What follows belongs to an exercise in optimizing a design on an open flow for small area and a short achievable clock period; a production flow would make more cautious choices. At most, simulation tests tie the RTL to the original design; equivalence was not proved. Power and IR drop assume default switching activity.

==> flow/design.v (excerpt) <==
module CPU_EEPROM(clk, reset, PC, Data, Out, carry, parity, sign, zero);
input clk, reset;
output reg [12:0] PC;
input [7:0] Data;
output reg [7:0] Out;
output reg carry;
output parity;
output sign;
output zero;
reg        update;
reg [7:0]  A, B, C;
reg [5:0]  op2;           
reg [3:0]  SQ;            
reg [12:0] stk [15:0];
reg fa, pp, ss, zz;
cpu_flags u_flags(.A(A), .fa(fa), .pp(pp), .ss(ss), .zz(zz),
                  .parity(parity), .sign(sign), .zero(zero));
wire [15:0] sqd = 16'd1 << SQ;
wire [12:0] top;
cpu_stkrd u_stkrd(.sel(sqd), .e0(stk[0]), .e1(stk[1]), .e2(stk[2]), .e3(stk[3]),
                  .e4(stk[4]), .e5(stk[5]), .e6(stk[6]), .e7(stk[7]),
                  .e8(stk[8]), .e9(stk[9]), .e10(stk[10]), .e11(stk[11]),
                  .e12(stk[12]), .e13(stk[13]), .e14(stk[14]), .e15(stk[15]), .y(top));
wire [21:0] sa;
wire [3:0]  sc_;
wire [6:0]  sb, scc;
wire [3:0]  spc;
wire f_we, fl, f_keep, push, pop, wr, two, out_we;
cpu_dec u_dec(.D(Data), .u(update), .op2(op2),
              .carry(carry), .parity(parity), .sign(sign), .zero(zero),
              .sa(sa), .scar(sc_), .sb(sb), .sc(scc), .spc(spc),
              .f_we(f_we), .fl(fl), .f_keep(f_keep),
              .push(push), .pop(pop), .wr(wr), .two(two), .out_we(out_we));
wire [8:0] r_b, r_c, r_a1, r_m;
wire [7:0] r_b1, r_c1;
cpu_alu u_alu(.A(A), .B(B), .C(C), .D(Data), .op2(op2),
              .r_b(r_b), .r_c(r_c), .r_a1(r_a1), .r_b1(r_b1), .r_c1(r_c1), .r_m(r_m));
wire [7:0] A_n, B_n, C_n;
wire       c_n;
wire [12:0] PC_n;
cpu_sela u_sela(.s(sa), .A(A), .B(B), .C(C), .D(Data), .top(top[7:0]),
                .r_b(r_b[7:0]), .r_c(r_c[7:0]), .r_a1(r_a1[7:0]), .r_m(r_m[7:0]), .y(A_n));
cpu_selc u_selc(.s(sc_), .c({r_m[8], r_a1[8], r_c[8], r_b[8]}), .y(c_n));
cpu_selr u_selb(.s(sb), .R(B), .O(C), .A(A), .D(Data), .pm1(r_b1), .y(B_n));
cpu_selr u_selcc(.s(scc), .R(C), .O(B), .A(A), .D(Data), .pm1(r_c1), .y(C_n));
wire [12:0] PC1 = PC + 1'b1;
cpu_selpc u_selpc(.s(spc), .PC(PC), .PC1(PC1), .BC({B[4:0], C}), .top(top), .y(PC_n));
wire [12:0] wd = update ? PC :
  ...
Size: roughly 35 I/O pins, roughly 0.016 mm2 of cells after synthesis.
clock: 7.5 ns
lec_check: 0
abc_clock_period_in_ps: 2500
cap_margin: 20
core_margin: 2
core_utilization: 50
setup_slack_margin: 4.5
slew_margin: 20
synth_hierarchical: 1
tns_end_percent: 0
run.sh (not shown) runs the stock make flow with config.mk's settings and CLKGATE_MAP_FILE= SYNTH_SCRIPT=/design/flow/synth_recipe.tcl, a recipe that flattens the netlist after the stock synthesis.
The first run completed with no timing, DRC or antenna violations.
Edit:
Settings changed: SLEW_MARGIN 20 to 50.
Outcome: Die area is unchanged. Cell area came out higher by 0.77%. Hold slack hardly moves. Global-route usage came out higher by 0.15 points. Setup slack improves by 0.10 ns.
No run of this note included a check of the RTL's function; only the layout flow was run.

========
v47:
Another version of the RTL of CPU_EEPROM (not shown whole).
Size: about 35 I/O pins, ~16000 sq um of cells after synthesis.
// CPU_EEPROM
module CPU_EEPROM(clk, reset, PC, Data, Out, carry, parity, sign, zero);
export LEC_CHECK = 0
export ABC_CLOCK_PERIOD_IN_PS = 2500
export CAP_MARGIN = 20
export CORE_MARGIN = 2
export CORE_UTILIZATION = 60
export CTS_CLUSTER_DIAMETER = 100
export CTS_CLUSTER_SIZE = 24
export SETUP_SLACK_MARGIN = 4.5
export SLEW_MARGIN = 50
export SYNTH_HIERARCHICAL = 1
export TNS_END_PERCENT = 0
create_clock -name core_clock -period 7.5 [get_ports {clk}]
standard.sh (not shown) runs the stock make flow with config.mk's settings and CLKGATE_MAP_FILE= SYNTH_SCRIPT=/design/flow/synth_recipe.tcl, a recipe that flattens the netlist after the stock synthesis.
==> flow/flow/run.sh <==
#!/bin/bash
# Own layout flow: the standard flow (standard.sh), with the port buffers
# that buffer_ports inserts made plain buf_4 cells instead of the default
# delay-buffer cells; synthesis is the standard synthesis, unchanged.
# Each step's full output goes to a log file in the work folder.
set -euo pipefail
bash standard.sh synth > synth.log 2>&1
export BUFFER_PORTS_ARGS="-buffer_cell sky130_fd_sc_hd__buf_4"
bash standard.sh > layout.log 2>&1
## Diff of input files: v57 against v47
- clearing CTS_CLUSTER_SIZE, which used to be 24
- clearing CTS_CLUSTER_DIAMETER, which used to be 100
## What came out
In v57, the met1 capacity usage during global routing came out 0.40 points below the value in v47.
The higher register share of the cell area came out of v47.
Comparing v47 against v57, there is no change at all in weighted congestion reported at the end of routability-driven placement.
v57 — overall power of the completed layout 19% higher, v47 as reference
The setup slack reported for v57 is greater than that of v47 by 0.016 ns.
v47 → v57: relative contribution of combinational cells to total power saw a decrease, final-layout worst hold slack moved down, highest clock rate increased 0.47%.
Compared with v47, v57 shows a area added between synthesis and finish that is 1.8 points higher.
Edits applied to the flow inputs when going from v57 to v22:
- changing CORE_UTILIZATION from 60 to 50
- setting CTS_CLUSTER_SIZE to 24 for the first time
- setting CTS_CLUSTER_DIAMETER to 100 for the first time
==> run summary <==
- Between v57 and v22, the flow reports number of signal-net buffers in the layout increasing by a few percent.
- Going from v57 to v22, the routed wire length was found to have gone up by about 2.8%.
- Compared with v57, detailed route wirelength on metal3 in v22 decreased by more than 10%.
- Looking at the reports, v22 completed the entire flow and the layout it produced met the timing, design-rule and antenna checks.
- Changes observed in v22 relative to v57: final area shows a reduction of 1.5%, final non-filler cell total higher.
--- input diff v22..v34 ---
- removing CTS_CLUSTER_SIZE (formerly 24)
- removing CTS_CLUSTER_DIAMETER (formerly 100)
==> flow/run.sh (new file) <==
#!/bin/bash
# synth_recipe.tcl (not shown) runs the flow's synth.tcl, then flattens the netlist and writes it again
# the make line also repeats each setting of config.mk as NAME=value (left out here)
make -C /OpenROAD-flow-scripts/flow DESIGN_CONFIG=/design/flow/config.mk WORK_HOME=/design/flow/orfs CLKGATE_MAP_FILE= SYNTH_SCRIPT=/design/flow/synth_recipe.tcl finish
removed: flow/flow/run.sh
removed: flow/standard.sh
Results
[compare] base=v22 new=v34: total power after layout now sits higher, net switching power rose about 11%, worst relative slew slack shows a reduction of 0.19 points.
Compared with v22, v34 shows a lower HPWL after detailed placement.
v34 reports a lower worst slack at placement than v22 does.
v34 falls short of v22 in time the worst path needs with I/O delays and setup.
v22 -> v34: average detailed-routed wire length per instance decreased slightly
Cmp v34 vs v22: post-route clock skew lower in v34
Diff v22 -> v34 | first-iteration DRC count | down by a few percent
Higher final core utilization goes to v34 over v22.
[inputs] v39 vs v34
==> flow/flow/run.sh (new file) <==
#!/bin/bash
# Own layout flow: the standard flow (standard.sh), with the port buffers
# that buffer_ports inserts made plain buf_4 cells instead of the default
# delay-buffer cells; synthesis is the standard synthesis, unchanged.
# Each step's full output goes to a log file in the work folder.
set -euo pipefail
bash standard.sh synth > synth.log 2>&1
export BUFFER_PORTS_ARGS="-buffer_cell sky130_fd_sc_hd__buf_4"
bash standard.sh > layout.log 2>&1
==> flow/standard.sh (new file) <==
#!/bin/bash
# synth_recipe.tcl (not shown) runs the flow's synth.tcl, then flattens the netlist and writes it again
# the make line also repeats each setting of config.mk as NAME=value (left out here)
make -C /OpenROAD-flow-scripts/flow DESIGN_CONFIG=/design/flow/config.mk WORK_HOME=/design/flow/orfs CLKGATE_MAP_FILE= SYNTH_SCRIPT=/design/flow/synth_recipe.tcl "${@:-finish}"
removed: flow/run.sh
==> comparison <==
Register-to-register path setup slack: v39 vs v34 up 0.14 ns. Diff v34 -> v39 | post-synthesis to final-layout area growth | decrease of 1.3 points. v39 against v34: first-pass GRT wire length now sits lower; mapped cell area level; non-clock buffer count decreased 19; die outline width did not really move; clock latency reported for the late side of the worst-skew pair shows no meaningful change.

## re-timing with driven ports
In the flow no input, the clock included, has a driving cell. The finished layouts below were timed again as built, in two steps.
Step 1 assumes that a clkbuf_16 drives the clock port and a buf_2 every other input.
Step 2 moves the port delays by t, midway between the first and last clock arrival at a register: inputs arrive t later, outputs are due t later. That takes back most of the time a late clock gives input paths.
Three values: ideal ports, drivers, drivers and shift; two values: the first two.
run | t, ns | setup slack, ns | worst hold slack (ns) | worst data-port slew with drivers (ns)
the first run of note 1 | 0.615 | 3.935 / 3.940 / 3.324 | 0.517 / 0.517 / 0.517 | 0.06
the second run of note 1 | 0.612 | 4.039 / 4.006 / 3.422 | 0.518 / 0.518 / 0.518 | 0.07
v47 | 0.540 | 4.125 / 4.057 / 3.518 | 0.532 / 0.532 / 0.532 | 0.18
v57 | 0.591 | 4.141 / 4.090 / 3.537 | 0.524 / 0.524 / 0.524 | 0.19
v22 | 0.554 | 4.133 / 4.058 / 3.503 | 0.528 / 0.528 / 0.528 | 0.23
v34 | 0.593 | 3.979 / 3.956 / 3.364 | 0.520 / 0.520 / 0.520 | 0.18
v39 | 0.603 | 4.073 / 4.022 / 3.488 | 0.520 / 0.520 / 0.520 | 0.26
After both steps setup and hold are still met in every run listed. The setup slack of v22, which loses most, moves by -0.075 ns with the drivers and by -0.630 ns with both steps.
